This is an optimization exercise on Yosys and OpenROAD, whose aim is small area, a short achievable clock period and few clock cycles, not a production implementation.
RTL that was checked went through simulation tests only; none was proved equivalent to the original.
Function not checked in runs 3 to 5: the RTL went through the layout flow alone.
Power figures rest on the tool's default switching activity, not on a simulated workload.

==> design/flow/design.v <==
`timescale 1ns / 1ps
module SimpleCPU(clk, rst, data_fromRAM, wrEn, addr_toRAM, data_toRAM, pCounter);
parameter SIZE = 10;
input clk, rst;
input wire [15:0] data_fromRAM;
output reg wrEn;
output reg [SIZE-1:0] addr_toRAM;
output wire [15:0] data_toRAM;
output reg [SIZE-1:0] pCounter;
localparam S_D = 3'd0;    
localparam S_E = 3'd1;    
localparam S_F = 3'd2;    
localparam S_R = 3'd3;    
localparam S_M = 3'd4;    
reg [2:0]  state, stateNext;
reg [2:0]  op, opNext;
reg [15:0] W, WNext;
reg [9:0]  S4, S4Next;      
reg        pend, pendNext;  
reg [15:0] Mreg;
reg [15:0] acc;
reg [1:0]  cnt, cntNext;
reg [9:0]  pcNext;
wire [15:0] I     = data_fromRAM;
wire [2:0]  iop   = I[15:13];
wire        azero = (I[12:0] == 13'd0);
wire [9:0]  pc1   = pCounter + 10'd1;
wire        Wz    = (W == 16'd0);
assign data_toRAM = W;
wire [15:0] M = data_fromRAM;
wire        sh_zero = (|M[15:5]) | (M[4] & ~|M[3:0]);
wire [15:0] Wrev, sh_in, sh_out, sh_rev;
genvar g;
generate for (g = 0; g < 16; g = g + 1) begin : rv
  assign Wrev[g] = W[15-g];
  assign sh_rev[g] = sh_out[15-g];
end endgenerate
assign sh_in  = M[4] ? Wrev : W;
assign sh_out = sh_in >> M[3:0];
wire [15:0] srl_res = sh_zero ? 16'd0 : (M[4] ? sh_rev : sh_out);
reg [15:0] alu;
always @* begin
  case (op)
    3'd0: alu = W + M;
    3'd1: alu = ~(W & M);
    3'd2: alu = srl_res;
    3'd3: alu = {15'd0, W < M};
    default: alu = M;
  endcase
end
wire [3:0]  nib  = Mreg[15:12];
wire [15:0] accs = {acc[11:0], 4'd0};    
wire [15:0] prod = accs + (nib[0] ? W : 16'd0) + (nib[1] ? {W[14:0], 1'b0} : 16'd0)
                 + (nib[2] ? {W[13:0], 2'd0} : 16'd0) + (nib[3] ? {W[12:0], 3'd0} : 16'd0);
wire inD = (state == S_D);
wire inE = (state == S_E);
wire inM = (state == S_M);
wire inF = (state == S_F);
wire inR = (state == S_R);
wire d_st  = (iop == 3'd6);
wire e_bzt = (op == 3'd4) & Wz;           
wire rI    = inE & e_bzt;
wire rP1   = (inE & ~e_bzt & (op != 3'd7)) | (inM & (cnt == 2'd2));
wire rP    = (inE & (op == 3'd7)) | (inM & (cnt != 2'd2)) | inF;
wire [9:0] addr_w;
wire       wrEn_w;
SimpleCPU_bus u_bus (.I(I), .S4(S4), .pc(pCounter), .pc1(pc1), .eaq(inD), .rI(rI),
                     .p1q(rP1), .rP(rP), .r4(inR), .wq(~rst & inD & ~pend),
                     .addr(addr_w), .wrEn(wrEn_w));
always @* begin
  addr_toRAM = addr_w;
  wrEn       = wrEn_w;
end
always @(posedge clk) begin
  state    <= stateNext;
  pCounter <= pcNext;
  op       <= opNext;
  W        <= WNext;
  S4       <= S4Next;
  pend     <= pendNext;
  acc      <= inE ? 16'd0 : prod;
  cnt      <= cntNext;
  Mreg     <= inM ? {Mreg[11:0], 4'd0} : data_fromRAM;
end
wire [9:0] ea_d = I[9:0] | ({10{azero}} & S4);
always @* begin
  stateNext = state;
  pcNext    = pCounter;
  opNext    = op;
  WNext     = pend ? prod : W;
  S4Next    = S4;
  pendNext  = 1'b0;
  cntNext   = 2'd0;
  if (rst) begin
    stateNext = S_R;
    pcNext    = 10'd0;
    if (inR) S4Next = I[9:0];
  end else begin
    case (state)
      S_R: begin                               
        S4Next    = I[9:0];
        stateNext = S_F;
      end
      S_D: begin
        opNext = iop;
        if (d_st) begin                        
          stateNext = S_F;
          if (!pend) begin                     
            pcNext = pc1;
            if (ea_d == 10'd4) S4Next = W[9:0];
          end
        end else begin
          stateNext = S_E;
        end
      end
      S_E: begin
        stateNext = S_D;
        if (op == 3'd4) begin                  
          pcNext = Wz ? M[9:0] : pc1;
        end else if (op == 3'd7) begin         
          stateNext = S_M;
        end else begin
          WNext  = alu;
          pcNext = pc1;
        end
      end
      S_M: begin
        cntNext = cnt + 2'd1;
        if (cnt == 2'd2) begin                 
          pcNext    = pc1;
          pendNext  = 1'b1;
          stateNext = S_D;
        end
      end
      default: begin                           
        stateNext = S_D;
      end
    endcase
  end
end
endmodule
module SimpleCPU_bus(I, S4, pc, pc1, eaq, rI, p1q, rP, r4, wq, addr, wrEn);
input  [15:0] I;
input  [9:0]  S4, pc, pc1;
input         eaq, rI, p1q, rP, r4, wq;
output [9:0]  addr;
output        wrEn;
wire azero = (I[12:0] == 13'd0);
assign addr = ({10{eaq}} & (I[9:0] | ({10{azero}} & S4)))
            | ({10{rI}} & I[9:0])
            | ({10{p1q}} & pc1)
            | ({10{rP}} & pc)
            | {7'd0, r4, 2'd0};
assign wrEn = wq & (I[15:13] == 3'd6);
endmodule
==> design/flow/run.sh <==
#!/bin/bash
# synth_recipe.tcl (not shown) runs the flow's synth.tcl, then flattens the netlist and writes it again
# the make line also repeats each setting of config.mk as NAME=value (left out here)
make -C /OpenROAD-flow-scripts/flow DESIGN_CONFIG=/design/flow/config.mk WORK_HOME=/design/flow/orfs CLKGATE_MAP_FILE= SYNTH_SCRIPT=/design/flow/synth_recipe.tcl finish
==> design/flow/config.mk <==
export PLATFORM = sky130hd
export DESIGN_NAME = SimpleCPU
export DESIGN_NICKNAME = SimpleCPU
export VERILOG_FILES = /design/flow/design.v
export SDC_FILE = /design/flow/constraint.sdc
export NUM_CORES = 4
export LEC_CHECK = 0
export CAP_MARGIN = 20
export CORE_MARGIN = 2
export CORE_UTILIZATION = 40
export SETUP_SLACK_MARGIN = 3.0
export SLEW_MARGIN = 20
export SYNTH_HIERARCHICAL = 1
export TNS_END_PERCENT = 10
==> design/flow/constraint.sdc <==
create_clock -name core_clock -period 7.0 [get_ports {clk}]
set_input_delay 1.4000 -clock core_clock [delete_from_list [all_inputs] [get_ports {clk}]]
set_output_delay 1.4000 -clock core_clock [all_outputs]
set_load 0.01 [all_outputs]
==> results.txt, run 1 <==
- The number of buffers and inverters on the critical path is 3.
- The die footprint is 20600 um2.
- Net switching is about 47% of the power.
- The transition time at the pin with the least slew margin is about 0.96 ns.
- In the global route stage, overall resource usage came out at about 28%.
- The global-route wire length before repair is about 43 mm.
- For this run, the leading register cell type out of synthesis is sky130_fd_sc_hd__dfxtp_1.
- The reg-to-reg critical path startpoint is W[11]$_DFF_P_.
- The worst setup path is captured at a register.
- The total of fill cells in the finished design is about 2000.
- Entering global routing, the biggest net connects between 40 and 50 pins.
- The number of maximum-capacitance violations is 0.
- Dividing the final minimum period by the clock period gives between 50 and 60%.
- The critical path startpoint category is a register.
- For this configuration, the core starts out at a cell density of about two fifths.
- In this run the tool buffered the top-level ports with 54 buffer cells.
- For the finished layout, the period the worst path requires is between 4 and 5 ns.
- The detailed-route wire length is 28.1 mm.
- The distinct cell type count after synthesis is 76.
- The clock network accounts for 14.1% of the total power.
- Buffers inserted during clock tree synthesis total 9.
- The reported leakage power is between 3 and 4 nW.
- The synthesized netlist occupies a cell area of ~7800 um2.
- In this run the worst hold path is classified as register to register.
- The per-cell via count in the routed design is between 5 and 6.
- The number of sinks handled by clock tree synthesis is 73.
- The die is around 140 um wide.
- The async set or reset register ratio after synthesis is 0%.
- Synthesis inferred 73 register bits.
- Across the whole layout, storage elements account for between 1500 and 2000 um2.
- The depth of the most critical reg-to-reg path is 14.
- The insertion delay of the later-clocked pin in the worst-skew pair is ~0.35 ns.
- VDD sags by at most 406 uV.
- Setup repair after global routing could not meet its margin everywhere.
- The final count of hold timing violations is 0.
- The arrival time of the worst setup path is roughly 4.4 ns.
- The number of nets in the layout is around 1100.
- TritonCTS built the clock tree.
- The number of failing setup endpoints in the final timing report is 0.
- The half-perimeter wire length of the detailed placement result is roughly 19 mm.
- At the end of routability-driven placement, the weighted congestion stood at 1.01.
- The multi-input combinational cells in the finished layout cover a total of about 5700 um2.
- Sorting the synthesized cells by area gives the leading types as sky130_fd_sc_hd__dfxtp_1, sky130_fd_sc_hd__fa_1, sky130_fd_sc_hd__ha_1.
- The die boundary height is 144 um.
- After clock tree synthesis, the clock-pin slew on the worst setup and hold paths is approximately 0.060 ns.
- The flow ran to the end and the layout has no timing, DRC or antenna violations.
- In this design, the stage delay of the slowest critical-path cell is around 0.79 ns.
- The initial antenna violation count is 0.
- The minimum setup slack among reg-to-reg paths is roughly 2.9 ns.
- The final route contains slightly below 8000 vias.
- Traced cell by cell, the critical path runs through nand2_1, fa_1, inv_1, fa_1, inv_1, fa_1, inv_1, ha_1, nor2b_1, a311oi_2, a21oi_1, xnor2_1, and3_1, a211oi_1.
- Summing the sequential cell areas from Yosys gives between 20% and 30% of the chip area.
- The share of cells above drive strength 1 is approximately 15%.
- The worst hold slack is ~0.43 ns.
- Relative to the synthesized area, the layout overhead comes to 19.3%.
- The worst setup slack before clock tree synthesis is about 2.0 ns.
- The largest fanout on the critical path is 13.
- The internal portion of total power is around 0.0020 W.
- CTS built an H-tree with a depth of 3.
- The number of cell rows is 51.
- The synthesized net count is roughly 1100.
- The area of the core region is 19300 um2.
- The mean cell area of the mapped netlist is about 8 um2.
- Counting along the longest clock path gives a buffer depth of 2.
- The DRC violation total after the first TritonRoute iteration is ~590.
- By count the netlist is led by sky130_fd_sc_hd__nand2_1, sky130_fd_sc_hd__inv_1, sky130_fd_sc_hd__nor2_1, sky130_fd_sc_hd__a21oi_1, sky130_fd_sc_hd__o21ai_0.
- For this run, design rule violations remaining after detail routing come to 0.
- The data required time of the critical path is a little over 7 ns.
- In the final timing run, aggregate negative setup slack is 0 ns.
- Once routing completed, OpenROAD measured the worst setup slack at about 2.9 ns.
- The most common cell in the synthesized netlist is sky130_fd_sc_hd__nand2_1.
- The critical path launch point is W[11]$_DFF_P_.
- The part of the total power dissipated in sequential elements is between 10% and 20%.
- In this run the worst setup path terminates at W[15]$_DFF_P_.
- 55 I/O pins were placed.
- By startpoint and endpoint, the worst setup path is classified as register to register.
- The endpoint of the worst register-to-register path is W[15]$_DFF_P_.
- The total of warnings raised by yosys is 7.
- Synthesis produced a netlist whose cell count is between 900 and 1000.
- The critical path runs through a total of 14 cells.
- The maximum frequency from static timing analysis is between 0.2 and 0.25 GHz.
- Yosys mapped a number of flops with a built-in enable equal to 13.
- Measured against its own limit, the worst slew margin works out to between 30% and 40%.
- The power density over the cells is slightly below 400 nW/um2.
- The first detailed-routing pass ran for 6 iterations.
- The number of slew-limit violations in the final report came to 0.
- The number of antenna diodes in the final layout is 0.
- Clock skew on the completed layout was measured at between 0.007 and 0.008 ns.
- On the critical path, the stage with the largest delay is an instance of sky130_fd_sc_hd__dfxtp_1.
- The detailed-route wire length per cell is roughly 21 um.
- After detailed placement, the total cell area comes to between 8000 and 9000 um2.
- Grouping stages by cell kind, the critical path spends the most delay in adder cells.
- The proportion of power drawn by combinational gates is slightly below 70%.
- Summed over all layers, the global routing overflow is 0.
- The count of antenna-violating nets left after detailed routing is 0.
- After routing the design area is between 9000 and 10000 um2.
- The via count of the first global-routing pass was ~7300.
- The cell type with the largest total area after synthesis is sky130_fd_sc_hd__dfxtp_1.
- The top cell type by area accounts for between 10% and 20% of the synthesized area.
- In this run the power spent charging and discharging nets is around 0.0017 W.
- The tree is rooted in a sky130_fd_sc_hd__clkbuf_16.
## power groups by stage
stage	Combinational, W	Sequential [W]	Clock (W)
final	0.00254	0.000619	0.000517
after CTS	0.00253	0.000614	0.000523
after global placement	0.00229	0.000663	0
after detailed placement	0.00231	0.000662	0
after global routing	0.00282	0.000622	0.000542
after floorplan	0.00178	0.000589	0
## layout by cell type (no fill, tap or decap), types with 11 or more instances in the layout
cell / netlist / layout
sky130_fd_sc_hd__nand3_1: 12 / 12
sky130_fd_sc_hd__fa_1: 38 / 35
sky130_fd_sc_hd__o22ai_1: 12 / 12
sky130_fd_sc_hd__a21oi_1: 62 / 60
sky130_fd_sc_hd__and2_1: 28 / 27
sky130_fd_sc_hd__mux2_2: 12 / 12
sky130_fd_sc_hd__nand2b_1: 11 / 11
sky130_fd_sc_hd__o21ai_0: 62 / 62
sky130_fd_sc_hd__buf_4: 2 / 41
sky130_fd_sc_hd__nor2_1: 75 / 75
sky130_fd_sc_hd__inv_1: 100 / 98
sky130_fd_sc_hd__xnor2_1: 28 / 28
sky130_fd_sc_hd__clkdlybuf4s50_1: 0 / 29
sky130_fd_sc_hd__dfxtp_1: 60 / 48
sky130_fd_sc_hd__edfxtp_1: 13 / 13
sky130_fd_sc_hd__ha_1: 48 / 46
sky130_fd_sc_hd__nand2_1: 106 / 103
sky130_fd_sc_hd__a211oi_1: 14 / 14
sky130_fd_sc_hd__buf_2: 13 / 15
sky130_fd_sc_hd__nor2b_1: 16 / 15
sky130_fd_sc_hd__mux2i_1: 29 / 29
sky130_fd_sc_hd__nor3_1: 28 / 28
## modules after synthesis, one instance, submodules excluded
| module | cells inside | area (um2) | times used | flip-flops and latches |
|---|---|---|---|---|
| SimpleCPU_bus | 43 | 329 | 1 | 0 |
| SimpleCPU | 944 | 7470 | 1 | 73 |
## worst register-to-register path, stage by stage (launching register included)
cell                       delay (ns)
sky130_fd_sc_hd__dfxtp_1         0.79
sky130_fd_sc_hd__nand2_1         0.16
sky130_fd_sc_hd__fa_1            0.50
sky130_fd_sc_hd__inv_1           0.05
sky130_fd_sc_hd__fa_1            0.53
sky130_fd_sc_hd__inv_1           0.05
sky130_fd_sc_hd__fa_1            0.52
sky130_fd_sc_hd__inv_1           0.04
sky130_fd_sc_hd__ha_1            0.34
sky130_fd_sc_hd__nor2b_1         0.16
sky130_fd_sc_hd__a311oi_2        0.32
sky130_fd_sc_hd__a21oi_1         0.13
sky130_fd_sc_hd__xnor2_1         0.13
sky130_fd_sc_hd__and3_1          0.17
sky130_fd_sc_hd__a211oi_1        0.15
## state kept, by name, summed over array words and instances (netlist names)
| name | count |
|---|---|
| W | 16 |
| S4 | 10 |
| pend | 1 |
| op | 3 |
| Mreg | 16 |
| pCounter | 10 |
| cnt | 2 |
| state | 3 |
| acc | 12 |
## area by class of cell
| class | count | area share (%) |
|---|---|---|
| multi-input cells | 748 | 60.9 |
| flip-flops and latches | 73 | 17.5 |
| repair buffers | 105 | 10.4 |
| inverters | 102 | 4.12 |
| well taps | 265 | 3.56 |
| clock buffers | 11 | 2.84 |
| clock inverters | 5 | 0.646 |
## how the worst min path moves through the flow
stage | start | end | slack [ns] | depth (start not counted)
3_5_place_dp | Mreg[7]$_DFF_P_ | Mreg[11]$_DFF_P_ | 0.41 | 2
6_report | cnt[0]$_SDFF_PP0_ | cnt[0]$_SDFF_PP0_ | 0.43 | 1
2_1_floorplan | cnt[0]$_SDFF_PP0_ | cnt[0]$_SDFF_PP0_ | 0.40 | 1
5_1_grt | cnt[0]$_SDFF_PP0_ | cnt[0]$_SDFF_PP0_ | 0.46 | 1
3_3_place_gp | cnt[0]$_SDFF_PP0_ | cnt[0]$_SDFF_PP0_ | 0.41 | 1
4_1_cts | cnt[0]$_SDFF_PP0_ | cnt[0]$_SDFF_PP0_ | 0.43 | 1
## through the flow
stage / utilization [%] / instances / power [W]
final: 48.3 / 1309 / 0.00368
after global routing: 48.3 / 1309 / 0.00398
after CTS: 48.2 / 1309 / 0.00367
after detailed placement: 44.1 / 1256 / 0.00297
after global placement: 44.1 / 1256 / 0.00295
after floorplan: - / 987 / 0.00237
## cells by family (layout without fill, tap and decap cells)
group / count (synthesis) / count (layout) / share of synthesized area (%)
and+or+nand+nor: 318 / 320 / 20.1
AOI/OAI and AO/OA: 255 / 255 / 21.4
buffers and inverters: 168 / 223 / 8.68
adders and majority gates: 86 / 86 / 17.5
DFF: 73 / 73 / 20.4
muxes: 49 / 49 / 7.67
xor gates and xnor gates: 38 / 38 / 4.27
## repair_timing
| item | 4_1_cts | 5_1_grt |
|---|---|---|
| pin swaps | 23 | 0 |
| endpoints found under the setup margin | 26 | 27 |
| gates cloned | 5 | 0 |
| buffers inserted | 32 | 0 |
| hold buffers | 0 | 0 |
| resized for setup | 146 | 1 |
## routing by layer
metal	track usage [%]	share of wire [%]	vias to the layer above
met5	0	0	-
met4	11.7	4.1	0
met3	7.63	8.6	82
met2	44.0	45	317
met1	35.5	42	3763
li1	-	-	3551
Testbench counts, summed over its fixed seeds: cycles 110,587.
==> inputs of run 2 (changes only) <==
--- a/design/flow/config.mk
+++ b/design/flow/config.mk
@@ -8,7 +8,6 @@
 export CAP_MARGIN = 20
 export CORE_MARGIN = 2
 export CORE_UTILIZATION = 40
-export SETUP_SLACK_MARGIN = 3.0
+export SETUP_SLACK_MARGIN = 2.9
 export SLEW_MARGIN = 20
 export SYNTH_HIERARCHICAL = 1
-export TNS_END_PERCENT = 10
==> run 2 against run 1 <==
Compared with the run above:
- worst setup slack improved by 0.022 ns
- sequential cell count unchanged
- non-clock buffer count increased by 2
- clock skew decreased by 0.0015 ns
- highest routed layer unchanged
- register-to-register slack improved by 0.02 ns
- clock power decreased by 7.2%
- via count decreased by 0.70%
- clock-buffer cell count decreased by 1
==> results.txt, run 2 <==
- The internal portion of total power is 0.00189 W (was 0.00196 W).
- The insertion delay of the later-clocked pin in the worst-skew pair is 0.35 ns (about the same).
- The number of maximum-capacitance violations is 0 (unchanged).
- The maximum number of pins on one net before global-route repair was 36 (was 45).
- The category of the most critical setup path is register to register (unchanged).
- The global-route wire length before repair is 43.0 mm (was 42.8 mm).
- The count of antenna-violating nets left after detailed routing is 0 (unchanged).
- The gate count of the mapped netlist is 987 (unchanged).
- The largest fanout on the critical path is 6 (was 13).
- The die boundary height is 144 um (unchanged).
- The proportion of total power due to net switching is 47.4% (was 46.6%).
- Registers with the most flip-flops: Mreg (16), W (16), acc (12) (unchanged).
- The synthesized net count came to 1091 (unchanged).
- The proportion of power drawn by combinational gates is 69.4% (was 69.1%).
- The mean cell area of the mapped netlist was 7.90 um2 (unchanged).
- The fraction of the yosys area taken by sequential cells is 20.4% (unchanged).
- The setup clock skew after layout is 0.00576 ns (was 0.00725 ns).
- The leading register cell type out of synthesis is sky130_fd_sc_hd__dfxtp_1 (unchanged).
- The area growth from synthesis to layout is 19.7% (was 19.3%).
- The number of nets in the layout is 1144 (was 1143).
- The kind of capture point of the worst setup path is a register (unchanged).
- Most numerous cell types in the synthesized netlist: sky130_fd_sc_hd__nand2_1, sky130_fd_sc_hd__inv_1, sky130_fd_sc_hd__nor2_1, sky130_fd_sc_hd__a21oi_1, sky130_fd_sc_hd__o21ai_0 (unchanged).
- Top cells by area, synth: sky130_fd_sc_hd__dfxtp_1, sky130_fd_sc_hd__fa_1, sky130_fd_sc_hd__ha_1 (unchanged).
- The worst hold path class is register to register (unchanged).
- Setup repair after global routing missed its margin: true (unchanged).
- The detailed-route wire length per cell is 21.4 um (about the same).
- The final antenna diode count was 0 (unchanged).
- The critical path startpoint category is a register (unchanged).
- The combined buffer and inverter count along the critical path is 4 (was 3).
- The number of DRC violations after detailed routing came to 0 (unchanged).
- The reg-to-reg critical path startpoint is Mreg[13]$_DFF_P_ (was W[11]$_DFF_P_).
- The half-perimeter wire length of the detailed placement result is 19.2 mm (was 19.0 mm).
- The most common library cell in the layout ignoring fill and taps is sky130_fd_sc_hd__nand2_1 (unchanged).
- The part of the total power dissipated in sequential elements is 17.3% (was 16.8%).
- The per-cell via count in the routed design was 5.85 (was 5.89).
- The reported leakage power is 3.96 nW (was 3.92 nW).
- The critical path's top delay family is adder cells (unchanged).
- The dominant cell by count in the synthesized netlist is sky130_fd_sc_hd__nand2_1 (unchanged).
- The delay of the slowest cell on the worst path came to 0.50 ns (was 0.79 ns).
- The area of the core region came to 19300 um2 (unchanged).
- The number of sinks handled by clock tree synthesis is 73 (unchanged).
- The final critical path time including I/O delays and setup is 4.13 ns (was 4.15 ns).
- The power density over the cells is 385 nW/um2 (was 395 nW/um2).
- The maximum level of the CTS H-tree is 3 (unchanged).
- The clock tree from TritonCTS is built (unchanged).
- The number of iterations in the first detailed-routing pass is 5 (was 6).
- The I/O pin count is 55 (unchanged).
- Ordered list of cells on the worst path: nand2_2, fa_1, inv_1, fa_1, inv_1, fa_1, inv_1, ha_4, inv_2, fa_2, nor2b_1, o21a_1, a311o_1, o31a_1, a31oi_1, xnor2_1, a21oi_1, a21oi_1 (was nand2_1, fa_1, inv_1, fa_1, inv_1, fa_1, inv_1, ha_1, nor2b_1, a311oi_2, a21oi_1, xnor2_1, and3_1, a211oi_1).
- The ratio of final minimum period to clock period is 58.9% (was 59.3%).
- The count of flip-flops with a built-in enable after synthesis was 13 (unchanged).
- The transition time at the pin with the least slew margin is 1.01 ns (was 0.956 ns).
- The initial antenna violation count is 1 (was 0).
- The starting density of the core was 40.5% (unchanged).
- The number of buffers on the longest clock path is 2 (unchanged).
- The worst slew slack as a fraction of its limit is 32.3% (was 35.8%).
- The number of failing setup endpoints in the final timing report came to 0 (unchanged).
- The maximum frequency from static timing analysis is 0.242 GHz (was 0.241 GHz).
- The net switching power of the design is 0.00170 W (was 0.00171 W).
- The number of placed instances with taps included was 1257 (was 1256).
- The clock slew at the register clock pins of the worst setup and hold paths is 0.06 ns (about the same).
- The DRC violation total after the first TritonRoute iteration is 769 (was 586).
- The total of fill cells in the finished design is 1965 (was 1952).
- The clock group share of total power is 13.4% (was 14.1%).
- The die footprint is 20600 um2 (unchanged).
- The cell type with the largest total area after synthesis is sky130_fd_sc_hd__dfxtp_1 (unchanged).
- Most used cells in the layout excluding fill and tap cells: sky130_fd_sc_hd__nand2_1, sky130_fd_sc_hd__inv_1, sky130_fd_sc_hd__nor2_1, sky130_fd_sc_hd__a21oi_1, sky130_fd_sc_hd__o21ai_0 (was sky130_fd_sc_hd__nand2_1, sky130_fd_sc_hd__inv_1, sky130_fd_sc_hd__nor2_1, sky130_fd_sc_hd__o21ai_0, sky130_fd_sc_hd__a21oi_1).
- The overall global routing resource usage was 27.7% (about the same).
- The critical hold path startpoint is cnt[0]$_SDFF_PP0_ (unchanged).
- The final count of hold timing violations is 0 (unchanged).
- The data required time of the critical path is 7.23 ns (was 7.27 ns).
- The number of flip-flops and latches in the synthesized netlist is 73 (unchanged).
- Status: complete, no violations (unchanged).
- The arrival time of the worst setup path is 4.36 ns (was 4.42 ns).
- The total of warnings raised by yosys is 7 (unchanged).
- The distinct cell type count after synthesis is 76 (unchanged).
- The async set or reset register ratio after synthesis is 0% (unchanged).
- The number of cell rows came to 51 (unchanged).
- The critical path launch point is Mreg[13]$_DFF_P_ (was W[11]$_DFF_P_).
- The number of slew-limit violations in the final report is 0 (unchanged).
- The count of buffers from port buffering is 54 (unchanged).
- The proportion of netlist area held by the largest area contributor is 15.4% (unchanged).
- The overall via count from detail_route is 7659 (was 7713).
- The routability congestion estimate is 0.985 (was 1.01).
- The cell area after synthesis is 7800 um2 (unchanged).
- The worst supply voltage drop on vdd is 299 uV (was 406 uV).
- The detailed-route wire length is 28.0 mm (was 28.1 mm).
- The leftover overflow at the end of global routing came to 0 (unchanged).
- The via count of the first global-routing pass is 7311 (was 7313).
- The buffer cell driving the clock tree root is sky130_fd_sc_hd__clkbuf_16 (unchanged).
- The hold buffer count at cts is 0 (unchanged).
- The number of CTS-inserted buffers is 9 (unchanged).
- The slowest library cell on the worst path is sky130_fd_sc_hd__fa_1 (was sky130_fd_sc_hd__dfxtp_1).
- The share of cells above drive strength 1 came to 15.2% (was 15.4%).
- The minimum setup slack among reg-to-reg paths came to 2.87 ns (was 2.85 ns).
- The accumulated negative setup slack was 0 ns (unchanged).
- The number of standard cells in the layout, taps in and fillers out is 1310 (was 1309).
- The width of the die is 144 um (unchanged).
[run 2: cell counts after synthesis]
Identical to the previous run, type by type.
[run 2: stage by stage]
stage                     instance area, um2  total power, W  utilization [%]  worst slack [ns]  hold slack [ns]
after floorplan                         7810         0.00236                -              2.90            0.401
after global placement                  8500         0.00297             44.1              1.87            0.413
after detailed placement                8500         0.00299             44.1              1.83            0.415
after CTS                               9260         0.00356             48.1              2.88            0.423
after global routing                    9330         0.00390             48.4              2.73            0.458
final                                   9330         0.00359             48.4              2.87            0.420
[run 2: cells by family after synthesis]
family,synth area share [%]
flops,20.4
fa+ha+maj,17.5
simple gates,20.1
mux,7.67
buf+inv,8.68
compound gates,21.4
xor+xnor,4.27
[run 2: power groups by stage]
stage | clock network [W] | logic (W) | registers [W]
6_report | 0.000480 | 0.00249 | 0.000619
3_5_place_dp | 0 | 0.00236 | 0.000633
3_3_place_gp | 0 | 0.00233 | 0.000635
4_1_cts | 0.000485 | 0.00246 | 0.000615
2_1_floorplan | 0 | 0.00177 | 0.000586
5_1_grt | 0.000505 | 0.00277 | 0.000627
[run 2: what timing repair did]
| item | 4_1_cts | 5_1_grt |
|---|---|---|
| setup buffers | 25 | 6 |
| pin swaps | 11 | 15 |
| setup endpoints to repair | 23 | 16 |
| gates resized for setup | 111 | 23 |
| cloned | 6 | 0 |
[run 2: Yosys stat by module (local to each module, per instance)]
module	area [um2]	times used	cells
SimpleCPU_bus	329	1	43
SimpleCPU	7470	1	944
[run 2: metal layers]
layer | track usage (%) | part of all wire (%) | up-vias
met2 | 43.8 | 46 | 297
met4 | 10.2 | 3.1 | 0
met1 | 37.7 | 44 | 3747
li1 | - | - | 3563
met3 | 5.20 | 7.2 | 52
met5 | 0 | 0 | -
[run 2: layout make-up]
type	instances	area [um2]	area share, %
sequential	73	1620	17.4
timing repair buffer	107	1030	11.0
tap	265	332	3.55
inverter	102	383	4.10
multi-input combinational	747	5680	60.8
clock inverter	6	66.3	0.711
clock buffer	10	229	2.45
[run 2: worst paths after layout]
check,to,cells after the start
setup reg to reg,W[14]$_DFF_P_,18
setup / recovery,W[14]$_DFF_P_,18
hold / removal,cnt[0]$_SDFF_PP0_,1
hold reg to reg,cnt[0]$_SDFF_PP0_,1
==> inputs of run 3 (changes only) <==
--- a/design/flow/design.v
+++ b/design/flow/design.v
@@ -21,6 +21,8 @@
 reg [15:0] acc;
 reg [1:0]  cnt, cntNext;
 reg [9:0]  pcNext;
+reg        sD, sI, sP1, sP, s4;
+reg        sDn, sIn, sP1n, sPn, s4n;
 wire [15:0] I     = data_fromRAM;
 wire [2:0]  iop   = I[15:13];
 wire        azero = (I[12:0] == 13'd0);
@@ -58,14 +60,11 @@
 wire inF = (state == S_F);
 wire inR = (state == S_R);
 wire d_st  = (iop == 3'd6);
-wire e_bzt = (op == 3'd4) & Wz;           
-wire rI    = inE & e_bzt;
-wire rP1   = (inE & ~e_bzt & (op != 3'd7)) | (inM & (cnt == 2'd2));
-wire rP    = (inE & (op == 3'd7)) | (inM & (cnt != 2'd2)) | inF;
+wire d_bz  = (iop == 3'd4);
 wire [9:0] addr_w;
 wire       wrEn_w;
-SimpleCPU_bus u_bus (.I(I), .S4(S4), .pc(pCounter), .pc1(pc1), .eaq(inD), .rI(rI),
-                     .p1q(rP1), .rP(rP), .r4(inR), .wq(~rst & inD & ~pend),
+SimpleCPU_bus u_bus (.I(I), .S4(S4), .pc(pCounter), .pc1(pc1), .eaq(sD), .rI(sI),
+                     .p1q(sP1), .rP(sP), .r4(s4), .wq(~rst & sD & ~pend),
                      .addr(addr_w), .wrEn(wrEn_w));
 always @* begin
   addr_toRAM = addr_w;
@@ -81,6 +80,11 @@
   acc      <= inE ? 16'd0 : prod;
   cnt      <= cntNext;
   Mreg     <= inM ? {Mreg[11:0], 4'd0} : data_fromRAM;
+  sD       <= sDn;
+  sI       <= sIn;
+  sP1      <= sP1n;
+  sP       <= sPn;
+  s4       <= s4n;
 end
 wire [9:0] ea_d = I[9:0] | ({10{azero}} & S4);
 always @* begin
@@ -91,8 +95,10 @@
   S4Next    = S4;
   pendNext  = 1'b0;
   cntNext   = 2'd0;
+  sDn = 1'b0; sIn = 1'b0; sP1n = 1'b0; sPn = 1'b0; s4n = 1'b0;
   if (rst) begin
     stateNext = S_R;
+    s4n       = 1'b1;
     pcNext    = 10'd0;
     if (inR) S4Next = I[9:0];
   end else begin
@@ -100,25 +106,36 @@
       S_R: begin                               
         S4Next    = I[9:0];
         stateNext = S_F;
+        sPn       = 1'b1;
       end
       S_D: begin
         opNext = iop;
         if (d_st) begin                        
           stateNext = S_F;
+          sPn       = 1'b1;
           if (!pend) begin                     
             pcNext = pc1;
             if (ea_d == 10'd4) S4Next = W[9:0];
           end
+        end else if (d_bz && pend) begin       
+          stateNext = S_F;
+          sPn       = 1'b1;
         end else begin
           stateNext = S_E;
+          sIn  = d_bz & Wz;                    
+          sP1n = ~(d_bz & Wz) & (iop != 3'd7);
+          sPn  = (iop == 3'd7);
         end
       end
       S_E: begin
         stateNext = S_D;
+        sDn       = 1'b1;
         if (op == 3'd4) begin                  
           pcNext = Wz ? M[9:0] : pc1;
         end else if (op == 3'd7) begin         
           stateNext = S_M;
+          sDn       = 1'b0;
+          sPn       = 1'b1;
         end else begin
           WNext  = alu;
           pcNext = pc1;
@@ -126,14 +143,18 @@
       end
       S_M: begin
         cntNext = cnt + 2'd1;
+        sP1n    = (cnt == 2'd1);
+        sPn     = (cnt == 2'd0);
         if (cnt == 2'd2) begin                 
           pcNext    = pc1;
           pendNext  = 1'b1;
           stateNext = S_D;
+          sDn       = 1'b1;
         end
       end
       default: begin                           
         stateNext = S_D;
+        sDn       = 1'b1;
       end
     endcase
   end
==> run 3 against run 2 <==
Compared with the run above:
- hold slack gained 0.010 ns
- core utilization shrank 1.1 points
- die area grew 1.4%
- clock power is essentially flat
- sequential cell count grew 5
- synthesized cell count grew 0.61%
- combinational power grew 4%
- non-clock buffer count shrank 22
- routed wire length grew 0.57%
- still clean on timing, DRC and antenna
- clock-buffer cell count is the same
==> results.txt, run 3 <==
- Status: complete, no violations (unchanged).
- The final critical path time including I/O delays and setup is 4.05 ns (was 4.13 ns).
- The depth of the most critical reg-to-reg path came to 15 (was 18).
- The number of cell rows is 51 (unchanged).
- Setup repair after global routing missed its margin: true (unchanged).
- The total non-filler cell area in the finished layout was 9210 um2 (was 9330 um2).
- The net switching power of the design was 0.00187 W (was 0.00170 W).
- The sum of met2 wire segment lengths after detailed routing is 11.9 mm (was 12.7 mm).
- The xor-xnor portion of the synthesized cell area came to 3.88% (was 4.27%).
- The proportion of power drawn by combinational gates was 68.4% (was 69.4%).
- The detailed-route wire length per cell came to 21.7 um (was 21.4 um).
- The power density over the cells came to 412 nW/um2 (was 385 nW/um2).
- The ratio of final minimum period to clock period was 57.8% (was 58.9%).
- The count of buffers from port buffering is 54 (unchanged).
- The clock slew at the register clock pins of the worst setup and hold paths is 0.06 ns (about the same).
- The worst hold path class is register to register (unchanged).
- The gate count of the mapped netlist is 993 (was 987).
- The final standard cell utilization of the core came to 47.3% (was 48.4%).
- The number of CTS-inserted buffers is 9 (unchanged).
- The adder-cell share of the synthesized area is 17.5% (about the same).
- The buffer cell driving the clock tree root is sky130_fd_sc_hd__clkbuf_16 (unchanged).
- The most common library cell in the layout ignoring fill and taps was sky130_fd_sc_hd__nand2_1 (unchanged).
- Ordered list of cells on the worst path: dlygate4sd2_1, and4b_1, clkdlybuf4s50_1 (was nand2_2, fa_1, inv_1, fa_1, inv_1, fa_1, inv_1, ha_4, inv_2, fa_2, nor2b_1, o21a_1, a311o_1, o31a_1, a31oi_1, xnor2_1, a21oi_1, a21oi_1).
- The proportion of netlist area held by the largest area contributor is 16.5% (was 15.4%).
- The total of warnings raised by yosys was 7 (unchanged).
- The I/O pin count was 55 (unchanged).
- The transition time at the pin with the least slew margin is 0.951 ns (was 1.01 ns).
- The category of the most critical setup path is primary input to output pin (was register to register).
- The final count of hold timing violations is 0 (unchanged).
- The area growth from synthesis to layout is 16.4% (was 19.7%).
- Registers with the most flip-flops: Mreg (16), W (16), acc (12) (unchanged).
- The width of the die came to 145 um (was 144 um).
- The area of the core region is 19500 um2 (was 19300 um2).
- The number of flip-flops and latches in the synthesized netlist came to 78 (was 73).
- The routability congestion estimate is 1.01 (was 0.985).
- The number of maximum-capacitance violations was 0 (unchanged).
- Top cells by area, synth: sky130_fd_sc_hd__dfxtp_1, sky130_fd_sc_hd__fa_1, sky130_fd_sc_hd__ha_1 (unchanged).
- The DRC violation total after the first TritonRoute iteration is 958 (was 769).
- The kind of capture point of the worst setup path is an output pin (was register).
- Most numerous cell types in the synthesized netlist: sky130_fd_sc_hd__nand2_1, sky130_fd_sc_hd__inv_1, sky130_fd_sc_hd__nor2_1, sky130_fd_sc_hd__o21ai_0, sky130_fd_sc_hd__dfxtp_1 (was sky130_fd_sc_hd__nand2_1, sky130_fd_sc_hd__inv_1, sky130_fd_sc_hd__nor2_1, sky130_fd_sc_hd__a21oi_1, sky130_fd_sc_hd__o21ai_0).
- The total of fill cells in the finished design is 1987 (was 1965).
- The number of nets in the layout is 1136 (was 1144).
- The initial antenna violation count is 1 (unchanged).
- The maximum number of pins on one net before global-route repair is 36 (unchanged).
- The hold buffer count at cts is 0 (unchanged).
- The synthesized net count is 1099 (was 1091).
- The number of sinks handled by clock tree synthesis came to 78 (was 73).
- The proportion of total power due to net switching came to 49.2% (was 47.4%).
- The die footprint is 20900 um2 (was 20600 um2).
- The overall global routing resource usage is 27.1% (was 27.7%).
- The share of cells above drive strength 1 is 12.9% (was 15.2%).
- The total area of multi-input combinational cells is 5680 um2 (about the same).
- The capture point of the worst path is wrEn (was W[14]$_DFF_P_).
- The setup clock skew after layout was 0.00642 ns (was 0.00576 ns).
- The half-perimeter wire length of the detailed placement result is 19.8 mm (was 19.2 mm).
- The per-cell via count in the routed design is 5.99 (was 5.85).
- The dominant cell by count in the synthesized netlist is sky130_fd_sc_hd__nand2_1 (unchanged).
- The largest fanout on the critical path is 8 (was 6).
- The number of failing setup endpoints in the final timing report is 0 (unchanged).
- The leading register cell type out of synthesis is sky130_fd_sc_hd__dfxtp_1 (unchanged).
- The data required time of the critical path is 5.60 ns (was 7.23 ns).
- The combinational family with the most area after synthesis is compound AO/OA/AOI/OAI gates (unchanged).
- The critical path startpoint category was a primary input (was register).
- The combined buffer and inverter count along the critical path came to 2 (was 4).
- The synthesized-area fraction occupied by ao, oa, aoi and oai cells is 20.3% (was 21.4%).
- The count of antenna-violating nets left after detailed routing is 0 (unchanged).
- The distinct cell type count after synthesis came to 76 (unchanged).
- The multiplexer share of the synthesized area came to 8.43% (was 7.67%).
- The register area came to 1730 um2 (was 1620 um2).
- The cell area after synthesis was 7910 um2 (was 7800 um2).
- Most used cells in the layout excluding fill and tap cells: sky130_fd_sc_hd__nand2_1, sky130_fd_sc_hd__inv_1, sky130_fd_sc_hd__nor2_1, sky130_fd_sc_hd__o21ai_0, sky130_fd_sc_hd__a21oi_1 (was sky130_fd_sc_hd__nand2_1, sky130_fd_sc_hd__inv_1, sky130_fd_sc_hd__nor2_1, sky130_fd_sc_hd__a21oi_1, sky130_fd_sc_hd__o21ai_0).
- The global-route wire length before repair was 42.3 mm (was 43.0 mm).
- The number of DRC violations after detailed routing is 0 (unchanged).
- The clock group share of total power is 12.7% (was 13.4%).
- The clock tree from TritonCTS was built (unchanged).
- The critical path launch point is data_fromRAM[13] (was Mreg[13]$_DFF_P_).
- The insertion delay of the later-clocked pin in the worst-skew pair was 0.36 ns (was 0.35 ns).
- The maximum level of the CTS H-tree came to 3 (unchanged).
- The part of the total power dissipated in sequential elements is 18.9% (was 17.3%).
- The instance area after placement came to 8610 um2 (was 8500 um2).
- The leftover overflow at the end of global routing is 0 (unchanged).
- The worst slew slack as a fraction of its limit is 36.6% (was 32.3%).
- The overall via count from detail_route is 7791 (was 7659).
- The mean cell area of the mapped netlist is 7.97 um2 (was 7.90 um2).
- The detailed-route wire length is 28.2 mm (was 28.0 mm).
- The number of buffers on the longest clock path is 2 (unchanged).
- The count of flip-flops with a built-in enable after synthesis is 13 (unchanged).
- The number of slew-limit violations in the final report is 0 (unchanged).
- The count of cell instances traversed by the critical path is 3 (was 18).
- The highest routed metal layer is met4 (unchanged).
- The final antenna diode count is 0 (unchanged).
- The critical path's top delay family is buffers and inverters (was adder cells).
- The reported leakage power is 3.86 nW (was 3.96 nW).
- The starting density of the core is 40.6% (was 40.5%).
- The synthesized-area fraction occupied by and/or/nand/nor cells came to 19.8% (was 20.1%).
- The accumulated negative setup slack is 0 ns (unchanged).
- The async set or reset register ratio after synthesis is 0% (unchanged).
- The delay of the slowest cell on the worst path was 0.53 ns (was 0.50 ns).
- The slowest library cell on the worst path is sky130_fd_sc_hd__clkdlybuf4s50_1 (was sky130_fd_sc_hd__fa_1).
- The met3 wire length is 2.65 mm (was 2.02 mm).
- The internal portion of total power came to 0.00193 W (was 0.00189 W).
- The arrival time of the worst setup path is 2.65 ns (was 4.36 ns).
- The number of iterations in the first detailed-routing pass was 5 (unchanged).
- The reg-to-reg critical path startpoint was Mreg[12]$_DFF_P_ (was Mreg[13]$_DFF_P_).
- The worst supply voltage drop on vdd is 297 uV (was 299 uV).
- The detailed-routing wirelength on met1 is 12.6 mm (was 12.4 mm).
- The fraction of the yosys area taken by sequential cells is 21.4% (was 20.4%).
- The die boundary height came to 145 um (was 144 um).
- The cell type with the largest total area after synthesis is sky130_fd_sc_hd__dfxtp_1 (unchanged).
- The minimum setup slack among reg-to-reg paths was 3.03 ns (was 2.87 ns).
- The via count of the first global-routing pass is 7028 (was 7311).
- The maximum frequency from static timing analysis was 0.247 GHz (was 0.242 GHz).
- The endpoint of the worst register-to-register path is W[13]$_DFF_P_ (was W[14]$_DFF_P_).
==> run 3: power groups by stage <==
stage / logic (W) / registers (W) / clock network (W)
global route: 0.00288 / 0.000723 / 0.000502
detailed placement: 0.00227 / 0.000729 / 0
floorplan: 0.00174 / 0.000618 / 0
CTS: 0.00232 / 0.000724 / 0.000483
global placement: 0.00227 / 0.000728 / 0
finish: 0.00260 / 0.000718 / 0.000481
==> run 3: worst min path at each step <==
stage / from / end / slack, ns / cells past startpoint
floorplan: Mreg[6]$_DFF_P_ / Mreg[10]$_DFF_P_ / 0.40 / 2
global placement: Mreg[3]$_SDFF_PP0_ / Mreg[7]$_DFF_P_ / 0.41 / 2
detailed placement: Mreg[7]$_DFF_P_ / Mreg[11]$_DFF_P_ / 0.42 / 2
CTS: Mreg[2]$_SDFF_PP0_ / Mreg[6]$_DFF_P_ / 0.44 / 2
global route: Mreg[2]$_SDFF_PP0_ / Mreg[6]$_DFF_P_ / 0.45 / 2
finish: Mreg[7]$_DFF_P_ / Mreg[11]$_DFF_P_ / 0.43 / 2
==> run 3: cell families after synthesis <==
kind of cell / Yosys count
adders and majority gates: 88
muxes: 51
and+or+nand+nor: 319
DFF: 78
xor gates and xnor gates: 35
buffers and inverters: 172
AOI/OAI and AO/OA: 250
==> run 3: metal layers <==
layer	up-vias	track usage [%]
li1	3540	-
met1	3778	39.5
met2	411	39.0
met3	62	5.10
met4	0	11.4
met5	-	0
==> run 3: modules after synthesis, one instance, submodules excluded <==
module | flops+latches | area, um2 | cells | copies in the design
SimpleCPU | 78 | 7580 | 950 | 1
SimpleCPU_bus | 0 | 329 | 43 | 1
==> run 3: worst min-delay path, stage by stage, from the launching register on <==
cell,delay [ns]
sky130_fd_sc_hd__dfxtp_1,0.31
sky130_fd_sc_hd__nand2_1,0.04
sky130_fd_sc_hd__o21ai_0,0.05
==> run 3: metrics by stage <==
step                      hold WS (ns)  std cells  worst slack, ns  total power, W
after CTS                        0.436       1290             2.91         0.00353
after global routing             0.446       1300             2.87         0.00410
after floorplan                  0.401        993             3.12         0.00236
final                            0.430       1300             2.95         0.00380
after global placement           0.406       1265             1.87         0.00300
after detailed placement         0.419       1265             1.82         0.00300
==> run 3: what timing repair did <==
action / 4_1_cts / 5_1_grt
setup buffers: 7 / 10
resized for setup: 102 / 34
cloned: 2 / 0
endpoints found under the setup margin: 23 / 16
pin swaps: 14 / 13
==> run 3: layout make-up <==
cell class | count | area share (%)
timing repair buffer | 85 | 8.26
tap | 265 | 3.60
clock inverter | 6 | 0.666
clock buffer | 10 | 2.49
multi-input combinational | 744 | 61.7
inverter | 112 | 4.56
sequential | 78 | 18.7
==> inputs of run 4 (changes only) <==
--- a/design/flow/config.mk
+++ b/design/flow/config.mk
@@ -8,6 +8,7 @@
 export CAP_MARGIN = 20
 export CORE_MARGIN = 2
 export CORE_UTILIZATION = 40
+export CTS_BUF_LIST = sky130_fd_sc_hd__clkbuf_4 sky130_fd_sc_hd__clkbuf_8
 export SETUP_SLACK_MARGIN = 2.9
 export SLEW_MARGIN = 20
 export SYNTH_HIERARCHICAL = 1
==> run 4 against run 3 <==
Compared with the run above:
- final cell count hardly changed
- worst setup slack better by 0.014 ns
- global-route usage is 0.072 points lower
- non-clock buffer count is 1 lower
- sequential share of layout area is 0.21 points higher
- critical path depth stayed put
- clock skew is 0.0067 ns higher
- core utilization is 0.53 points lower
- first-iteration DRC count is 12% higher
- clock power is 26% lower
- sequential power hardly changed
- critical endpoint unchanged
- largest cell class unchanged
==> results.txt, run 4 <==
- The detailed-route wire length is 28.0 mm (was 28.2 mm).
- The number of maximum-capacitance violations was 0 (unchanged).
- The number of cell rows came to 51 (unchanged).
- The final antenna diode count was 0 (unchanged).
- The number of nets in the layout is 1135 (was 1136).
- The async set or reset register ratio after synthesis is 0% (unchanged).
- The half-perimeter wire length of the detailed placement result is 19.8 mm (unchanged).
- Status: complete, no violations (unchanged).
- Ordered list of cells on the worst path: dlygate4sd2_1, and4b_1, clkdlybuf4s50_1 (unchanged).
- The via count of the first global-routing pass is 6923 (was 7028).
- The starting density of the core is 40.6% (unchanged).
- The ratio of final minimum period to clock period is 57.6% (was 57.8%).
- Most numerous cell types in the synthesized netlist: sky130_fd_sc_hd__nand2_1, sky130_fd_sc_hd__inv_1, sky130_fd_sc_hd__nor2_1, sky130_fd_sc_hd__o21ai_0, sky130_fd_sc_hd__dfxtp_1 (unchanged).
- The I/O pin count came to 55 (unchanged).
- The worst slew slack as a fraction of its limit is 33.1% (was 36.6%).
- The mean cell area of the mapped netlist is 7.97 um2 (unchanged).
- The cell area after synthesis is 7910 um2 (unchanged).
- The maximum number of pins on one net before global-route repair came to 36 (unchanged).
- The delay of the slowest cell on the worst path was 0.53 ns (about the same).
- Registers with the most flip-flops: Mreg (16), W (16), acc (12) (unchanged).
- The width of the die is 145 um (unchanged).
- The final critical path time including I/O delays and setup was 4.03 ns (was 4.05 ns).
- The count of buffers from port buffering is 54 (unchanged).
- The per-cell via count in the routed design is 5.94 (was 5.99).
- Most used cells in the layout excluding fill and tap cells: sky130_fd_sc_hd__nand2_1, sky130_fd_sc_hd__inv_1, sky130_fd_sc_hd__nor2_1, sky130_fd_sc_hd__o21ai_0, sky130_fd_sc_hd__a21oi_1 (unchanged).
- The number of standard cells in the layout, taps in and fillers out came to 1299 (was 1300).
- The global-route wire length before repair is 41.7 mm (was 42.3 mm).
- The count of antenna-violating nets left after detailed routing is 0 (unchanged).
- The area growth from synthesis to layout is 15.1% (was 16.4%).
- The largest fanout on the critical path is 8 (unchanged).
- The number of slew-limit violations in the final report is 0 (unchanged).
- The category of the most critical setup path is primary input to output pin (unchanged).
- The routability congestion estimate was 1.01 (unchanged).
- The distinct cell type count after synthesis came to 76 (unchanged).
- The fraction of the yosys area taken by sequential cells is 21.4% (unchanged).
- The cell type with the largest total area after synthesis is sky130_fd_sc_hd__dfxtp_1 (unchanged).
- Setup repair after global routing missed its margin: false (was true).
- The number of DRC violations after detailed routing is 0 (unchanged).
- The clock slew at the register clock pins of the worst setup and hold paths came to 0.08 ns (was 0.06 ns).
- The overall global routing resource usage is 27.0% (was 27.1%).
- The number of CTS-inserted buffers is 9 (unchanged).
- The setup clock skew after layout was 0.0131 ns (was 0.00642 ns).
- The leading register cell type out of synthesis is sky130_fd_sc_hd__dfxtp_1 (unchanged).
- The arrival time of the worst setup path was 2.63 ns (was 2.65 ns).
- The clock tree from TritonCTS is built (unchanged).
- The power density over the cells is 402 nW/um2 (was 412 nW/um2).
- The worst hold path class is register to register (unchanged).
- The number of buffers on the longest clock path is 2 (unchanged).
- The reported leakage power is 3.82 nW (was 3.86 nW).
- The initial antenna violation count is 1 (unchanged).
- The transition time at the pin with the least slew margin is 1.00 ns (was 0.951 ns).
- The number of flip-flops and latches in the synthesized netlist is 78 (unchanged).
- The count of flip-flops with a built-in enable after synthesis came to 13 (unchanged).
- The gate count of the mapped netlist is 993 (unchanged).
- The DRC violation total after the first TritonRoute iteration is 1077 (was 958).
- The detailed-route wire length per cell is 21.6 um (was 21.7 um).
- The die boundary height is 145 um (unchanged).
- The total of fill cells in the finished design is 2003 (was 1987).
- The buffer cell driving the clock tree root is sky130_fd_sc_hd__clkbuf_8 (was sky130_fd_sc_hd__clkbuf_16).
- The final count of hold timing violations is 0 (unchanged).
- The worst supply voltage drop on vdd is 295 uV (was 297 uV).
- The insertion delay of the later-clocked pin in the worst-skew pair is 0.39 ns (was 0.36 ns).
- The slowest library cell on the worst path is sky130_fd_sc_hd__clkdlybuf4s50_1 (unchanged).
- The maximum frequency from static timing analysis is 0.248 GHz (was 0.247 GHz).
- The dominant cell by count in the synthesized netlist is sky130_fd_sc_hd__nand2_1 (unchanged).
- The kind of capture point of the worst setup path is an output pin (unchanged).
- The number of sinks handled by clock tree synthesis was 78 (unchanged).
- The data required time of the critical path is 5.60 ns (about the same).
- The leftover overflow at the end of global routing is 0 (unchanged).
- The synthesized net count came to 1099 (unchanged).
- The total of warnings raised by yosys was 7 (unchanged).
- The overall via count from detail_route is 7720 (was 7791).
- The maximum level of the CTS H-tree was 3 (unchanged).
- The share of cells above drive strength 1 is 13.2% (was 12.9%).
- The number of placed instances with taps included is 1265 (unchanged).
- The number of iterations in the first detailed-routing pass is 7 (was 5).
- The critical path startpoint category is a primary input (unchanged).
- The accumulated negative setup slack is 0 ns (unchanged).
- The most common library cell in the layout ignoring fill and taps was sky130_fd_sc_hd__nand2_1 (unchanged).
- The die footprint is 20900 um2 (unchanged).
- Top cells by area, synth: sky130_fd_sc_hd__dfxtp_1, sky130_fd_sc_hd__fa_1, sky130_fd_sc_hd__ha_1 (unchanged).
- The number of failing setup endpoints in the final timing report was 0 (unchanged).
- The proportion of netlist area held by the largest area contributor is 16.5% (unchanged).
- The area of the core region came to 19500 um2 (unchanged).
run 4: cell families (layout without fill, tap and decap cells):
kind of cell,after synthesis,after routing,synth area share [%]
compound gates,250,250,20.3
xor+xnor,35,35,3.88
buf+inv,172,212,8.70
fa+ha+maj,88,88,17.5
simple gates,319,320,19.8
flops,78,78,21.4
mux,51,51,8.43
run 4: per-module statistics from Yosys, one instance, submodules excluded:
module,cells inside,flip-flops and latches,copies in the design
SimpleCPU_bus,43,0,1
SimpleCPU,950,78,1
run 4: area by class of cell:
class	count	area (um2)	area share, %
Inverter	112	420	4.62
Multi-Input combinational cell	744	5680	62.4
Clock buffer	10	131	1.44
Tap cell	265	332	3.64
Timing Repair Buffer	84	752	8.26
Sequential cell	78	1730	19.0
Clock inverter	6	61.3	0.673
run 4: metrics by stage:
stage | setup slack [ns] | hold WS [ns] | area (um2) | total power [W] | utilization, %
floorplan | 3.12 | 0.401 | 7910 | 0.00236 | -
global placement | 1.87 | 0.406 | 8610 | 0.00300 | 44.3
detailed placement | 1.82 | 0.419 | 8610 | 0.00300 | 44.3
CTS | 2.90 | 0.440 | 8940 | 0.00341 | 46.0
global route | 2.86 | 0.447 | 9110 | 0.00398 | 46.8
finish | 2.97 | 0.434 | 9110 | 0.00366 | 46.8
run 4: worst max-delay path, delay by kind of cell:
family | cells | cell delay (ns)
buffers and inverters | 2 | 0.92
and+or+nand+nor | 1 | 0.31
run 4: where the power goes:
| group | internal (W) | switching [W] |
|---|---|---|
| Sequential | 0.000555 | 0.000162 |
| Combinational | 0.00110 | 0.00149 |
| Clock | 0.000168 | 0.000188 |
run 4: routing by layer:
metal  global-route usage, %  part of all wire, %
met5                       0                    0
met2                    38.6                   42
met4                    11.6                  4.2
met3                    5.46                  9.9
met1                    39.4                   44
run 4: what timing repair did:
action / CTS / global route
hold buffers: 0 / 0
gates resized for setup: 105 / 36
cloned: 2 / 0
endpoints found under the setup margin: 23 / 18
pin swaps: 12 / 11
buffers inserted: 8 / 8
run 4: worst paths after layout:
path,startpoint,end,slack [ns],depth (start not counted)
worst max register to register,Mreg[12]$_DFF_P_,W[12]$_DFF_P_,3.05,16
worst min register to register,Mreg[7]$_DFF_P_,Mreg[11]$_DFF_P_,0.43,2
worst min-delay path,Mreg[7]$_DFF_P_,Mreg[11]$_DFF_P_,0.43,2
worst max-delay path,data_fromRAM[13],wrEn,2.97,3
==> inputs of run 5 (changes only) <==
--- a/design/flow/config.mk
+++ b/design/flow/config.mk
@@ -7,7 +7,7 @@
 export LEC_CHECK = 0
 export CAP_MARGIN = 20
 export CORE_MARGIN = 2
-export CORE_UTILIZATION = 40
+export CORE_UTILIZATION = 50
 export CTS_BUF_LIST = sky130_fd_sc_hd__clkbuf_4 sky130_fd_sc_hd__clkbuf_8
 export SETUP_SLACK_MARGIN = 2.9
 export SLEW_MARGIN = 20
==> run 5 against run 4 <==
Compared with the run above:
- clock power decreased by 5%
- worst setup slack got worse by 0.053 ns
- global-route usage grew 8.9 points
- maximum frequency is 1.3% lower
- power up 2.5%
- highest routed layer unchanged
- register-to-register slack got worse by 0.11 ns
- sequential cell count unchanged
- critical path type unchanged
- largest cell class unchanged
- clock-buffer cell count is 1 lower
- critical path depth did not move
- core utilization grew 12 points
==> results.txt, run 5 <==
- The clock slew at the register clock pins of the worst setup and hold paths is 0.09 ns (was 0.08 ns).
- The count of antenna-violating nets left after detailed routing is 0 (unchanged).
- The starting density of the core is 51.7% (was 40.6%).
- The number of cell rows is 45 (was 51).
- The width of the die came to 130 um (was 145 um).
- The number of nets in the layout is 1133 (was 1135).
- The detailed-route wire length is 29.9 mm (was 28.0 mm).
- The proportion of netlist area held by the largest area contributor was 16.5% (unchanged).
- The number of iterations in the first detailed-routing pass is 8 (was 7).
- The worst supply voltage drop on vdd came to 396 uV (was 295 uV).
- The hold buffer count at cts is 0 (unchanged).
- The insertion delay of the later-clocked pin in the worst-skew pair is 0.39 ns (about the same).
- The final critical path time including I/O delays and setup is 4.08 ns (was 4.03 ns).
- The mean cell area of the mapped netlist is 7.97 um2 (unchanged).
- The number of instances on the worst hold path is 2 (unchanged).
- The clock tree from TritonCTS was built (unchanged).
- The reported leakage power is 3.80 nW (was 3.82 nW).
- The worst hold path class is register to register (unchanged).
- The area growth from synthesis to layout is 14.4% (was 15.1%).
- The cell type with the largest total area after synthesis was sky130_fd_sc_hd__dfxtp_1 (unchanged).
- The overall via count from detail_route is 7922 (was 7720).
- Most numerous cell types in the synthesized netlist: sky130_fd_sc_hd__nand2_1, sky130_fd_sc_hd__inv_1, sky130_fd_sc_hd__nor2_1, sky130_fd_sc_hd__o21ai_0, sky130_fd_sc_hd__dfxtp_1 (unchanged).
- The number of buffers on the longest clock path is 2 (unchanged).
- The number of slew-limit violations in the final report is 0 (unchanged).
- The routability congestion estimate is 0.957 (was 1.01).
- The synthesized net count came to 1099 (unchanged).
- The largest fanout on the critical path is 9 (was 8).
- The async set or reset register ratio after synthesis is 0% (unchanged).
- The area of the core region is 15300 um2 (was 19500 um2).
- The depth of the most critical reg-to-reg path came to 16 (unchanged).
- The die footprint is 16800 um2 (was 20900 um2).
- The global-route wire length before repair is 44.9 mm (was 41.7 mm).
- The leading register cell type out of synthesis is sky130_fd_sc_hd__dfxtp_1 (unchanged).
- The buffer cell driving the clock tree root is sky130_fd_sc_hd__clkbuf_8 (unchanged).
- The number of DRC violations after detailed routing is 0 (unchanged).
- The cell area after synthesis is 7910 um2 (unchanged).
- The number of maximum-capacitance violations was 0 (unchanged).
- The count of buffers from port buffering is 54 (unchanged).
- The die boundary height came to 130 um (was 145 um).
- The detailed-route wire length per cell came to 24.1 um (was 21.6 um).
- The transition time at the pin with the least slew margin is 1.05 ns (was 1.00 ns).
- Most used cells in the layout excluding fill and tap cells: sky130_fd_sc_hd__nand2_1, sky130_fd_sc_hd__inv_1, sky130_fd_sc_hd__nor2_1, sky130_fd_sc_hd__o21ai_0, sky130_fd_sc_hd__a21oi_1 (unchanged).
- The total area of multi-input combinational cells is 5670 um2 (was 5680 um2).
- The total of fill cells in the finished design came to 1468 (was 2003).
- The worst slew slack as a fraction of its limit was 29.5% (was 33.1%).
- The dominant cell by count in the synthesized netlist is sky130_fd_sc_hd__nand2_1 (unchanged).
- The per-cell via count in the routed design was 6.37 (was 5.94).
- The endpoint of the worst register-to-register path is W[10]$_DFF_P_ (was W[12]$_DFF_P_).
- The share of cells above drive strength 1 came to 13.5% (was 13.2%).
- The maximum number of pins on one net before global-route repair is 29 (was 36).
- The critical path startpoint category is a primary input (unchanged).
- The data required time of the critical path came to 5.60 ns (about the same).
- The reg-to-reg critical path startpoint is Mreg[12]$_DFF_P_ (unchanged).
- The via count of the first global-routing pass is 7579 (was 6923).
- The minimum setup slack among reg-to-reg paths is 2.94 ns (was 3.05 ns).
- The overall global routing resource usage came to 36.0% (was 27.0%).
- The maximum frequency from static timing analysis came to 0.245 GHz (was 0.248 GHz).
- Registers with the most flip-flops: Mreg (16), W (16), acc (12) (unchanged).
- The gate count of the mapped netlist is 993 (unchanged).
- Status: complete, no violations (unchanged).
- Top cells by area, synth: sky130_fd_sc_hd__dfxtp_1, sky130_fd_sc_hd__fa_1, sky130_fd_sc_hd__ha_1 (unchanged).
- The total of warnings raised by yosys is 7 (unchanged).
- The final count of hold timing violations came to 0 (unchanged).
- The power density over the cells came to 415 nW/um2 (was 402 nW/um2).
- The critical path launch point is data_fromRAM[15] (was data_fromRAM[13]).
- The ratio of final minimum period to clock period came to 58.4% (was 57.6%).
- The number of flip-flops and latches in the synthesized netlist is 78 (unchanged).
- The arrival time of the worst setup path was 2.68 ns (was 2.63 ns).
- The number of failing setup endpoints in the final timing report was 0 (unchanged).
- The half-perimeter wire length of the detailed placement result is 21.6 mm (was 19.8 mm).
- The accumulated negative setup slack is 0 ns (unchanged).
- The most common library cell in the layout ignoring fill and taps is sky130_fd_sc_hd__nand2_1 (unchanged).
- The maximum level of the CTS H-tree was 3 (unchanged).
- Setup repair after global routing missed its margin: true (was false).
- The initial antenna violation count came to 1 (unchanged).
- The fraction of the yosys area taken by sequential cells is 21.4% (unchanged).
- The capture point of the worst path is wrEn (unchanged).
- The register area came to 1730 um2 (about the same).
- The number of standard cells in the layout, taps in and fillers out is 1244 (was 1299).
- The number of sinks handled by clock tree synthesis is 78 (unchanged).
- The distinct cell type count after synthesis is 76 (unchanged).
- The number of CTS-inserted buffers came to 9 (unchanged).
- The DRC violation total after the first TritonRoute iteration is 957 (was 1077).
- The leftover overflow at the end of global routing is 0 (unchanged).
- The setup clock skew after layout was 0.00952 ns (was 0.0131 ns).
- The category of the most critical setup path is primary input to output pin (unchanged).
- The number of placed instances with taps included is 1209 (was 1265).
- The I/O pin count is 55 (unchanged).
- The kind of capture point of the worst setup path is an output pin (unchanged).
- The count of flip-flops with a built-in enable after synthesis was 13 (unchanged).
==> run 5: cell types whose count changed in the layout (fill, tap and decap cells not counted), moves of 3 or more <==
cell | before | now
sky130_fd_sc_hd__buf_6 | 4 | 1
sky130_fd_sc_hd__dlygate4sd2_1 | 7 | 3
sky130_fd_sc_hd__clkbuf_2 | 1 | 5
sky130_fd_sc_hd__buf_2 | 13 | 7
sky130_fd_sc_hd__clkdlybuf4s15_1 | 0 | 4
==> run 5: layout make-up <==
| cell class | instances | area share, % |
|---|---|---|
| Sequential cell | 78 | 19.1 |
| Clock inverter | 7 | 0.622 |
| Inverter | 112 | 4.70 |
| Clock buffer | 9 | 1.37 |
| Antenna cell | 1 | 0.0276 |
| Timing Repair Buffer | 82 | 8.63 |
| Multi-Input combinational cell | 744 | 62.6 |
| Tap cell | 211 | 2.92 |
==> run 5: worst min path at each step <==
stage          slack [ns]             from          endpoint
6_report             0.45  Mreg[5]$_DFF_P_   Mreg[9]$_DFF_P_
5_1_grt              0.50  Mreg[6]$_DFF_P_  Mreg[10]$_DFF_P_
3_3_place_gp         0.42  Mreg[5]$_DFF_P_   Mreg[9]$_DFF_P_
3_5_place_dp         0.42  Mreg[5]$_DFF_P_   Mreg[9]$_DFF_P_
4_1_cts              0.45  Mreg[5]$_DFF_P_   Mreg[9]$_DFF_P_
2_1_floorplan        0.40  Mreg[6]$_DFF_P_  Mreg[10]$_DFF_P_
==> run 5: power by group <==
group,leakage (nW),internal [W],switching (W)
clock network,0.0925,0.000134,0.000204
registers,0.668,0.000556,0.000169
logic,3.04,0.00112,0.00157
==> run 5: timing repair <==
action,4_1_cts,5_1_grt
cloned,3,0
pin swaps,12,9
setup endpoints to repair,38,15
resized for setup,116,35
buffers inserted,12,3
==> run 5: per-module statistics from Yosys, one instance, submodules excluded <==
module / cells / times used / flip-flops and latches
SimpleCPU: 950 / 1 / 78
SimpleCPU_bus: 43 / 1 / 0
==> run 5: cell families (layout without fill, tap and decap cells) <==
group,after synthesis,after routing,share of synthesized area [%]
simple gates,319,320,19.8
compound gates,250,250,20.3
buf+inv,172,210,8.70
fa+ha+maj,88,88,17.5
flops,78,78,21.4
mux,51,51,8.43
xor+xnor,35,35,3.88
other cells,0,1,0
==> run 5: metrics by stage <==
step	util, %	total power [W]	hold slack, ns	instance area, um2	worst slack, ns
floorplan	-	0.00236	0.401	7910	3.12
global placement	55.7	0.00298	0.423	8540	1.92
detailed placement	55.7	0.00307	0.422	8540	1.77
CTS	58.7	0.00349	0.452	8990	2.90
global route	59.1	0.00402	0.502	9050	2.82
finish	59.1	0.00376	0.448	9050	2.92
==> run 5: routing by layer <==
metal | GRT usage (%) | vias to the layer above | share of wire, %
li1 | - | 3532 | -
met1 | 51.9 | 3826 | 44
met2 | 52.9 | 479 | 43
met3 | 7.59 | 85 | 10
met4 | 13.7 | 0 | 3.5
met5 | 0 | - | 0
==> run 5: worst max-delay path: stages <==
cell and delay (ns):
sky130_fd_sc_hd__dlygate4sd2_1 0.48, sky130_fd_sc_hd__and4b_1 0.27, sky130_fd_sc_hd__clkdlybuf4s50_1 0.53

## what the ideal ports hide
In the flow no input, the clock included, has a driving cell. The finished layouts below were timed again as built, in two steps.
Step 1 sets driving cells, clkbuf_16 on the clock port and buf_2 on the other inputs (assumed; they add their load-dependent delay and slew).
Step 2 adds t to the input delays and takes it off the output delays; t is the mean of the earliest and latest rising clock arrival at the registers after step 1. Input paths then give back, and output paths get back, about the clock's delay inside the block.
a / b / c = ideal ports / drivers / drivers and shift; a / b = the first two.
| run | shift t [ns] | setup WS [ns] | worst setup path at the end | worst register clock-pin slew, ns | cell pins on the clock port's net |
|---|---|---|---|---|---|
| run 1 | 0.394 | 2.852 / 2.841 / 2.663 | input to register | 0.07 / 0.07 | 1 |
| run 2 | 0.395 | 2.874 / 2.829 / 2.678 | input to register | 0.06 / 0.06 | 1 |
| run 3 | 0.398 | 2.955 / 2.934 / 2.580 | input to register | 0.06 / 0.06 | 1 |
| run 4 | 0.429 | 2.968 / 2.946 / 2.621 | input to register | 0.09 / 0.09 | 1 |
| run 5 | 0.421 | 2.915 / 2.894 / 2.626 | input to register | 0.10 / 0.10 | 1 |
After both steps every run listed still meets setup and hold. For run 3, which loses most, drivers alone change the setup slack by -0.021 ns; drivers and shift together by -0.375 ns.
